Source: an optimization exercise on an open RTL-to-GDS flow (aim: small area, a short achievable clock period and few clock cycles per item). Production flows keep margins and buffers that such runs may drop. At most, simulation tests tie the RTL to the original design; equivalence was not proved. Power and IR-drop figures of this design are not reliable: the tool's default activity estimate is inflated in some of its runs.

==> exp/delta <==
==> flow/design.v (excerpt) <==
module SHA1_hash (
    input              clk,
    input              nreset,
    input              start_hash,
    input      [31:0]  message_addr,
    input      [31:0]  message_size,
    output     [159:0] hash,
    output reg         done,
    input      [31:0]  port_A_data_out,
    output     [15:0]  port_A_addr
);
==> module SHA1_hash, before the edit <==
module SHA1_hash (
    input              clk,
    input              nreset,
    input              start_hash,
    input      [31:0]  message_addr,
    input      [31:0]  message_size,
    output     [159:0] hash,
    output reg         done,
    input      [31:0]  port_A_data_out,
    output     [15:0]  port_A_addr
);
localparam [31:0] H0I = 32'h67452301, H1I = 32'hefcdab89, H2I = 32'h98badcfe,
                  H3I = 32'h10325476, H4I = 32'hc3d2e1f0;
localparam [31:0] K0 = 32'h5a827999, K1 = 32'h6ed9eba1, K2 = 32'h8f1bbcdc,
                  K3 = 32'hca62c1d6;
reg        run;         
reg        first;       
reg        lastblk;     
reg        past;        
reg [6:0]  t;           
reg [10:0] lb;          
reg [13:0] raddr;       
reg        c_inc;       
reg        c_ld;        
reg [3:0]  c_j;         
reg        c_part;      
reg        c_len;       
reg        c_hupd;      
reg        c_hxa;       
reg        c_ldc;       
reg        c_ldb;       
reg        c_lda;       
reg [1:0]  c_k;         
reg        c_ch, c_maj; 
reg        c_fin;       
assign port_A_addr = {raddr, 2'b00};
wire start  = !run && !done && start_hash;
wire finish = run && c_fin;
wire run_n  = start || (run && !c_fin);
wire [6:0] tn = !run ? 7'd76 : (t == 7'd81) ? 7'd0 : t + 7'd1;
wire       ldn = (tn >= 7'd79) || (tn <= 7'd12);
wire [6:0] jtn = (tn >= 7'd79) ? tn - 7'd79 : tn + 7'd3;
wire [14:0] gn = {lb, jtn[3:0]};
always @(posedge clk or negedge nreset) begin
    if (!nreset) begin
        run    <= 1'b0;
        done   <= 1'b0;
        raddr  <= 14'd0;
        c_hupd <= 1'b0;
    end else begin
        run    <= run_n;
        c_hupd <= run_n && (tn >= 7'd76) && (tn <= 7'd80);
        if (finish)
            done <= 1'b1;
        if (start)
            raddr <= message_addr[15:2];
        else if (run && c_inc)
            raddr <= raddr + 14'd1;
    end
end
always @(posedge clk) begin
    t      <= tn;
    c_inc  <= (tn >= 7'd78) || (tn <= 7'd11);
    c_ld   <= ldn;
    c_j    <= jtn[3:0];
    c_part <= ldn && (gn == message_size[16:2]);
    c_len  <= ldn && (jtn[3:0] == 4'd15) && past;
    c_hxa  <= (tn >= 7'd79);
    c_ldc  <= (tn == 7'd79) || (tn == 7'd80);
    c_ldb  <= (tn == 7'd80);
    c_lda  <= (tn >= 7'd80);
    c_k    <= (tn <= 7'd16 || tn >= 7'd79) ? 2'd0 :
              (tn <= 7'd36) ? 2'd1 : (tn <= 7'd56) ? 2'd2 : 2'd3;
    c_ch   <= (tn <= 7'd18) || (tn == 7'd81);
    c_maj  <= (tn >= 7'd39) && (tn <= 7'd58);
    c_fin  <= (tn == 7'd80) && lastblk;
    if (!run) begin
        first   <= 1'b1;
        lb      <= 11'd0;
        lastblk <= 1'b0;
        past    <= 1'b0;
    end else begin
        if (t == 7'd81)
            first <= 1'b0;
        if (t == 7'd77 && !first)
            lb <= lb + 11'd1;
        if (c_ld && c_part)
            past <= 1'b1;
        if (c_ld && c_len)
            lastblk <= 1'b1;
    end
end
wire [31:0] word_in = {port_A_data_out[7:0], port_A_data_out[15:8],
                       port_A_data_out[23:16], port_A_data_out[31:24]};
wire        w_full = !past && !c_part;
reg  [31:0] mword;
always @* begin
    if (w_full)
        mword = word_in;
    else if (c_part)
        case (message_size[1:0])
            2'd0: mword = 32'h80000000;
            2'd1: mword = {word_in[31:24], 24'h800000};
            2'd2: mword = {word_in[31:16], 16'h8000};
            default: mword = {word_in[31:8], 8'h80};
        endcase
    else if (c_len)
        mword = {12'd0, message_size[16:0], 3'b000};
    else
        mword = 32'd0;
end
reg  [31:0] W [0:15];
wire [31:0] wx = W[13] ^ W[8] ^ W[2] ^ W[0];
integer i;
always @(posedge clk) begin
    for (i = 0; i < 15; i = i + 1)
        W[i] <= W[i+1];
    W[15] <= c_ld ? mword : {wx[30:0], wx[31]};
end
reg [31:0] A, B, C, CK, Y, Z;
reg [31:0] Q0, Q1, Q2, Q3, Q4;
assign hash = {Q0, Q1, Q2, Q3, Q4};
wire [31:0] Br = {B[1:0], B[31:2]};    
reg [31:0] kz;
always @* begin
    case (c_k)
        2'd0: kz = K0;
        2'd1: kz = K1;
        2'd2: kz = K2;
        default: kz = K3;
    endcase
end
wire [31:0] fy = c_ch  ? ((A & Br) | (~A & C)) :
                 c_maj ? ((A & Br) | (A & C) | (Br & C)) :
                         (A ^ Br ^ C);
wire [31:0] hx = c_hxa ? A : {A[1:0], A[31:2]};
wire [31:0] hsum = Q4 + hx;
reg  [31:0] hinit;
always @* begin
    case (t[2:0])
        3'd4: hinit = H4I;    
        3'd5: hinit = H3I;
        3'd6: hinit = H2I;
        3'd7: hinit = H1I;
        default: hinit = H0I;  
    endcase
end
always @(posedge clk) begin
    Z <= CK + W[15];
    CK <= (c_ldc ? Q2 : Br) + kz;
    Y <= fy + Z;
    A <= c_lda ? Q0 : ({A[26:0], A[31:27]} + Y);
    B <= c_ldb ? {Q1[29:0], Q1[31:30]} : A;
    C <= c_ldc ? Q2 : Br;
    if (c_hupd) begin
        Q0 <= first ? hinit : hsum;
        Q1 <= Q0;
        Q2 <= Q1;
        Q3 <= Q2;
        Q4 <= Q3;
    end
end
endmodule
export LEC_CHECK = 0
export CAP_MARGIN = 20
export CORE_MARGIN = 2
export CORE_UTILIZATION = 40
export SETUP_SLACK_MARGIN = 2
export SLEW_MARGIN = 20
create_clock -name core_clock -period 6.0 [get_ports {clk}]
run.sh (not shown) runs the stock make flow with config.mk's settings and CLKGATE_MAP_FILE= SYNTH_SCRIPT=/design/flow/synth_recipe.tcl, a recipe that flattens the netlist after the stock synthesis.
==> exp/indigo (differences from exp/delta) <==
--- a/flow/design.v
+++ b/flow/design.v
@@ -19,9 +19,9 @@
 reg        past;        
 reg [6:0]  t;           
-reg [10:0] lb;          
+reg [14:0] rq;          
 reg [13:0] raddr;       
 reg        c_inc;       
 reg        c_ld;        
-reg [3:0]  c_j;         
+reg        c_ldw;       
 reg        c_part;      
 reg        c_len;       
@@ -38,8 +38,7 @@
 wire finish = run && c_fin;
 wire run_n  = start || (run && !c_fin);
+wire       first_n = !run || (first && t != 7'd81);
 wire [6:0] tn = !run ? 7'd76 : (t == 7'd81) ? 7'd0 : t + 7'd1;
 wire       ldn = (tn >= 7'd79) || (tn <= 7'd12);
-wire [6:0] jtn = (tn >= 7'd79) ? tn - 7'd79 : tn + 7'd3;
-wire [14:0] gn = {lb, jtn[3:0]};
 always @(posedge clk or negedge nreset) begin
     if (!nreset) begin
@@ -63,7 +62,7 @@
     c_inc  <= (tn >= 7'd78) || (tn <= 7'd11);
     c_ld   <= ldn;
-    c_j    <= jtn[3:0];
-    c_part <= ldn && (gn == message_size[16:2]);
-    c_len  <= ldn && (jtn[3:0] == 4'd15) && past;
+    c_ldw  <= run && (t >= 7'd78 || t <= 7'd11);
+    c_part <= c_ld ? (rq == 15'd1) : (rq == 15'd0);
+    c_len  <= (tn == 7'd12) && past;
     c_hxa  <= (tn >= 7'd79);
     c_ldc  <= (tn == 7'd79) || (tn == 7'd80);
@@ -75,14 +74,12 @@
     c_maj  <= (tn >= 7'd39) && (tn <= 7'd58);
     c_fin  <= (tn == 7'd80) && lastblk;
+    first <= first_n;
     if (!run) begin
-        first   <= 1'b1;
-        lb      <= 11'd0;
+        rq      <= message_size[16:2];
         lastblk <= 1'b0;
         past    <= 1'b0;
     end else begin
-        if (t == 7'd81)
-            first <= 1'b0;
-        if (t == 7'd77 && !first)
-            lb <= lb + 11'd1;
+        if (c_ld)
+            rq <= rq - 15'd1;
         if (c_ld && c_part)
             past <= 1'b1;
@@ -116,6 +113,27 @@
     for (i = 0; i < 15; i = i + 1)
         W[i] <= W[i+1];
-    W[15] <= c_ld ? mword : {wx[30:0], wx[31]};
+    W[15] <= c_ldw ? mword : {wx[30:0], wx[31]};
 end
+function [31:0] add32;
+    input [31:0] x, y;
+    reg [31:0] g, p, g2, p2;
+    integer k, d;
+    begin
+        g = x & y;
+        p = x ^ y;
+        for (d = 1; d < 32; d = d * 2) begin
+            g2 = g;
+            p2 = p;
+            for (k = 0; k < 32; k = k + 1)
+                if (k & d) begin
+                    g2[k] = g[k] | (p[k] & g[(k & ~(d - 1)) - 1]);
+                    p2[k] = p[k] & p[(k & ~(d - 1)) - 1];
+                end
+            g = g2;
+            p = p2;
+        end
+        add32 = x ^ y ^ {g[30:0], 1'b0};
+    end
+endfunction
 reg [31:0] A, B, C, CK, Y, Z;
 reg [31:0] Q0, Q1, Q2, Q3, Q4;
@@ -135,5 +153,5 @@
                          (A ^ Br ^ C);
 wire [31:0] hx = c_hxa ? A : {A[1:0], A[31:2]};
-wire [31:0] hsum = Q4 + hx;
+wire [31:0] hsum = add32(Q4, hx);
 reg  [31:0] hinit;
 always @* begin
@@ -147,8 +165,8 @@
 end
 always @(posedge clk) begin
-    Z <= CK + W[15];
-    CK <= (c_ldc ? Q2 : Br) + kz;
-    Y <= fy + Z;
-    A <= c_lda ? Q0 : ({A[26:0], A[31:27]} + Y);
+    Z <= add32(CK, W[15]);
+    CK <= add32(c_ldc ? Q2 : Br, kz);
+    Y <= add32(fy, Z);
+    A <= c_lda ? Q0 : add32({A[26:0], A[31:27]}, Y);
     B <= c_ldb ? {Q1[29:0], Q1[31:30]} : A;
     C <= c_ldc ? Q2 : Br;
==> flow/flow/run.sh (new file) <==
#!/bin/bash
# Own flow: the standard layout (standard.sh) with three changes:
# - synthesis maps adders without Yosys's full-adder extraction
#   (ADDER_MAP_FILE empty) and with a delay-driven ABC script
#   (flow/abc_speed.script, copied over ORFS's);
# - ports are buffered with a plain buffer instead of a delay buffer;
# - clock tree sinks are clustered in groups of up to 30, without dummy loads.
# Each step's output goes to a log file of its own here.
set -euo pipefail
W=$PWD
rm -rf "$W/scripts_own"
cp -r "$FLOW_HOME/scripts" "$W/scripts_own"
cp "$W/flow/abc_speed.script" "$W/scripts_own/abc_speed.script"
bash standard.sh SCRIPTS_DIR="$W/scripts_own" ADDER_MAP_FILE= synth > "$W/synth.log" 2>&1
bash standard.sh "BUFFER_PORTS_ARGS=-buffer_cell sky130_fd_sc_hd__buf_1" \
  "CTS_ARGS=-sink_clustering_enable -repair_clock_nets -sink_clustering_size 30 -sink_clustering_max_diameter 80 -buf_list sky130_fd_sc_hd__clkbuf_16 -dont_use_dummy_load" > "$W/layout.log" 2>&1
==> flow/flow/abc_speed.script (new file) <==
strash
dch
map -D 1800
buffer -c
upsize -c -D 1800
dnsize -c -D 1800
==> flow/standard.sh (new file) <==
#!/bin/bash
# synth_recipe.tcl (not shown) runs the flow's synth.tcl, then flattens the netlist and writes it again
# the make line also repeats each setting of config.mk as NAME=value (left out here)
make -C /OpenROAD-flow-scripts/flow DESIGN_CONFIG=/design/flow/config.mk WORK_HOME=/design/flow/orfs CLKGATE_MAP_FILE= SYNTH_SCRIPT=/design/flow/synth_recipe.tcl "${@:-finish}"
- SETUP_SLACK_MARGIN: 2 -> 3.1
- TNS_END_PERCENT: not set -> 10
removed: flow/run.sh
==> exp/onyx (differences from exp/delta) <==
--- a/flow/design.v
+++ b/flow/design.v
@@ -19,9 +19,8 @@
 reg        past;        
 reg [6:0]  t;           
-reg [10:0] lb;          
+reg [14:0] rq;          
 reg [13:0] raddr;       
 reg        c_inc;       
 reg        c_ld;        
-reg [3:0]  c_j;         
 reg        c_part;      
 reg        c_len;       
@@ -38,8 +37,7 @@
 wire finish = run && c_fin;
 wire run_n  = start || (run && !c_fin);
+wire       first_n = !run || (first && t != 7'd81);
 wire [6:0] tn = !run ? 7'd76 : (t == 7'd81) ? 7'd0 : t + 7'd1;
 wire       ldn = (tn >= 7'd79) || (tn <= 7'd12);
-wire [6:0] jtn = (tn >= 7'd79) ? tn - 7'd79 : tn + 7'd3;
-wire [14:0] gn = {lb, jtn[3:0]};
 always @(posedge clk or negedge nreset) begin
     if (!nreset) begin
@@ -63,7 +61,6 @@
     c_inc  <= (tn >= 7'd78) || (tn <= 7'd11);
     c_ld   <= ldn;
-    c_j    <= jtn[3:0];
-    c_part <= ldn && (gn == message_size[16:2]);
-    c_len  <= ldn && (jtn[3:0] == 4'd15) && past;
+    c_part <= ldn && (c_ld ? (rq == 15'd1) : (rq == 15'd0));
+    c_len  <= (tn == 7'd12) && past;
     c_hxa  <= (tn >= 7'd79);
     c_ldc  <= (tn == 7'd79) || (tn == 7'd80);
@@ -75,14 +72,12 @@
     c_maj  <= (tn >= 7'd39) && (tn <= 7'd58);
     c_fin  <= (tn == 7'd80) && lastblk;
+    first <= first_n;
     if (!run) begin
-        first   <= 1'b1;
-        lb      <= 11'd0;
+        rq      <= message_size[16:2];
         lastblk <= 1'b0;
         past    <= 1'b0;
     end else begin
-        if (t == 7'd81)
-            first <= 1'b0;
-        if (t == 7'd77 && !first)
-            lb <= lb + 11'd1;
+        if (c_ld)
+            rq <= rq - 15'd1;
         if (c_ld && c_part)
             past <= 1'b1;
@@ -118,4 +113,25 @@
     W[15] <= c_ld ? mword : {wx[30:0], wx[31]};
 end
+function [31:0] add32;
+    input [31:0] x, y;
+    reg [31:0] g, p, g2, p2;
+    integer k, d;
+    begin
+        g = x & y;
+        p = x ^ y;
+        for (d = 1; d < 32; d = d * 2) begin
+            g2 = g;
+            p2 = p;
+            for (k = 0; k < 32; k = k + 1)
+                if (k & d) begin
+                    g2[k] = g[k] | (p[k] & g[(k & ~(d - 1)) - 1]);
+                    p2[k] = p[k] & p[(k & ~(d - 1)) - 1];
+                end
+            g = g2;
+            p = p2;
+        end
+        add32 = x ^ y ^ {g[30:0], 1'b0};
+    end
+endfunction
 reg [31:0] A, B, C, CK, Y, Z;
 reg [31:0] Q0, Q1, Q2, Q3, Q4;
@@ -135,5 +151,5 @@
                          (A ^ Br ^ C);
 wire [31:0] hx = c_hxa ? A : {A[1:0], A[31:2]};
-wire [31:0] hsum = Q4 + hx;
+wire [31:0] hsum = add32(Q4, hx);
 reg  [31:0] hinit;
 always @* begin
@@ -147,8 +163,8 @@
 end
 always @(posedge clk) begin
-    Z <= CK + W[15];
-    CK <= (c_ldc ? Q2 : Br) + kz;
-    Y <= fy + Z;
-    A <= c_lda ? Q0 : ({A[26:0], A[31:27]} + Y);
+    Z <= add32(CK, W[15]);
+    CK <= add32(c_ldc ? Q2 : Br, kz);
+    Y <= add32(fy, Z);
+    A <= c_lda ? Q0 : add32({A[26:0], A[31:27]}, Y);
     B <= c_ldb ? {Q1[29:0], Q1[31:30]} : A;
     C <= c_ldc ? Q2 : Br;
==> flow/flow/run.sh (new file) <==
#!/bin/bash
# Own flow: the standard layout (standard.sh) with three changes:
# - synthesis maps adders without Yosys's full-adder extraction
#   (ADDER_MAP_FILE empty) and with a delay-driven ABC script
#   (flow/abc_speed.script, copied over ORFS's);
# - ports are buffered with a plain buffer instead of a delay buffer.
# Each step's output goes to a log file of its own here.
set -euo pipefail
W=$PWD
rm -rf "$W/scripts_own"
cp -r "$FLOW_HOME/scripts" "$W/scripts_own"
cp "$W/flow/abc_speed.script" "$W/scripts_own/abc_speed.script"
bash standard.sh SCRIPTS_DIR="$W/scripts_own" ADDER_MAP_FILE= synth > "$W/synth.log" 2>&1
bash standard.sh "BUFFER_PORTS_ARGS=-buffer_cell sky130_fd_sc_hd__buf_2" > "$W/layout.log" 2>&1
==> flow/flow/abc_speed.script (new file) <==
strash
dch
map -D 1800
buffer -c
upsize -c -D 1800
dnsize -c -D 1800
==> flow/standard.sh (new file) <==
#!/bin/bash
# synth_recipe.tcl (not shown) runs the flow's synth.tcl, then flattens the netlist and writes it again
# the make line also repeats each setting of config.mk as NAME=value (left out here)
make -C /OpenROAD-flow-scripts/flow DESIGN_CONFIG=/design/flow/config.mk WORK_HOME=/design/flow/orfs CLKGATE_MAP_FILE= SYNTH_SCRIPT=/design/flow/synth_recipe.tcl "${@:-finish}"
- CTS_CLUSTER_DIAMETER: not set -> 60
- CTS_CLUSTER_SIZE: not set -> 30
- SETUP_SLACK_MARGIN: 2 -> 3.0
removed: flow/run.sh
==> notes.md <==
Power in the clock group: exp/indigo 3.19 mW; exp/delta 6.11 mW; exp/onyx 5.03 mW
Stages on worst setup path: exp/indigo 14; exp/delta 14; exp/onyx 16
Worst hold margin: exp/indigo 0.291 ns; exp/delta 0.299 ns; exp/onyx 0.316 ns
Die X: exp/indigo 293 um; exp/delta 296 um; exp/onyx 293 um
Origin of the critical flop-to-flop path: exp/indigo c_k[0]; exp/delta c_k[0]; exp/onyx c_hxa
Placeable Area: exp/indigo 83,300 sq um; exp/delta 84,900 sq um; exp/onyx 83,300 sq um
XOR/XNOR Fraction of Synth Area: exp/indigo 0.0609; exp/delta 0.0674; exp/onyx 0.0591
DR top layer: exp/indigo met4; exp/delta met4; exp/onyx met5
Overall track demand over capacity in global routing: exp/indigo 0.183; exp/delta 0.190; exp/onyx 0.188
Sequential fraction of design power: exp/indigo 0.442; exp/delta 0.502; exp/onyx 0.375
Post-layout worst setup margin: exp/indigo 3.15 ns; exp/delta 2.12 ns; exp/onyx 3.10 ns
Switching part of the total: exp/indigo 0.385; exp/delta 0.198; exp/onyx 0.428
Synth cell types: exp/indigo 79; exp/delta 88; exp/onyx 75
Tapcells inserted: exp/indigo 1,080; exp/delta 1,144; exp/onyx 1,080
Non-Clock Buffer Count: exp/indigo 305; exp/delta 262; exp/onyx 299
Tightest Pin Transition: exp/indigo 0.917 ns; exp/delta 1.09 ns; exp/onyx 1.04 ns
DRC violation total after the first TritonRoute iteration: exp/indigo 1,496; exp/delta 1,664; exp/onyx 1,529
Number of cells traversed by the worst register-to-register path: exp/indigo 14; exp/delta 14; exp/onyx 16
Dpl hpwl: exp/indigo 59,300 um; exp/delta 62,800 um; exp/onyx 60,000 um
Fmax: exp/indigo 0.351 GHz; exp/delta 0.258 GHz; exp/onyx 0.345 GHz
Top cell type's share of synthesized area: exp/indigo 0.435; exp/delta 0.432; exp/onyx 0.435
Status: exp/indigo no timing/DRC/antenna violations; exp/delta no timing/DRC/antenna violations; exp/onyx no timing/DRC/antenna violations
Cells after Synth: exp/indigo 3,552; exp/delta 2,966; exp/onyx 3,581
Post-synthesis mux area share: exp/indigo 0; exp/delta 0.0145; exp/onyx 0
Depth of the CTS H-tree: exp/indigo 2; exp/delta 3; exp/onyx 3
Testbench counts of exp/indigo, summed over its fixed seeds: cycles 214,546, bytes 152,657.
Only the layout flow was run in exp/delta and exp/onyx; the RTL was not checked for function there.

## separate check: timing with driven ports
Ports are ideal in the flow. The routed layouts listed here were re-timed in OpenROAD. Step 1: set_driving_cell puts a clkbuf_16 on clk and a buf_2 on each other input, an assumption about the parent block. Step 2 times the ports against the registers' clock, not the clock port: input delays grow and output delays shrink by t, the midpoint of the rising clock arrivals with the driver on. Slacks: ideal ports / drivers / drivers and shift; pairs: ideal ports / drivers.
run | t, ns | setup slack, ns | latest minus earliest clock arrival (ns) | worst register clock-pin slew, ns
exp/delta | 0.702 | 2.123 / 2.123 / 2.123 | 0.036 / 0.036 | 0.07 / 0.07
exp/indigo | 0.636 | 3.152 / 3.152 / 2.896 | 0.070 / 0.070 | 0.11 / 0.11
exp/onyx | 0.674 | 3.104 / 3.104 / 2.843 | 0.038 / 0.038 | 0.10 / 0.10
After both steps every run listed still meets setup and hold. The setup slack of exp/onyx, which loses most, moves by 0.000 ns with the drivers and by -0.261 ns with both steps.
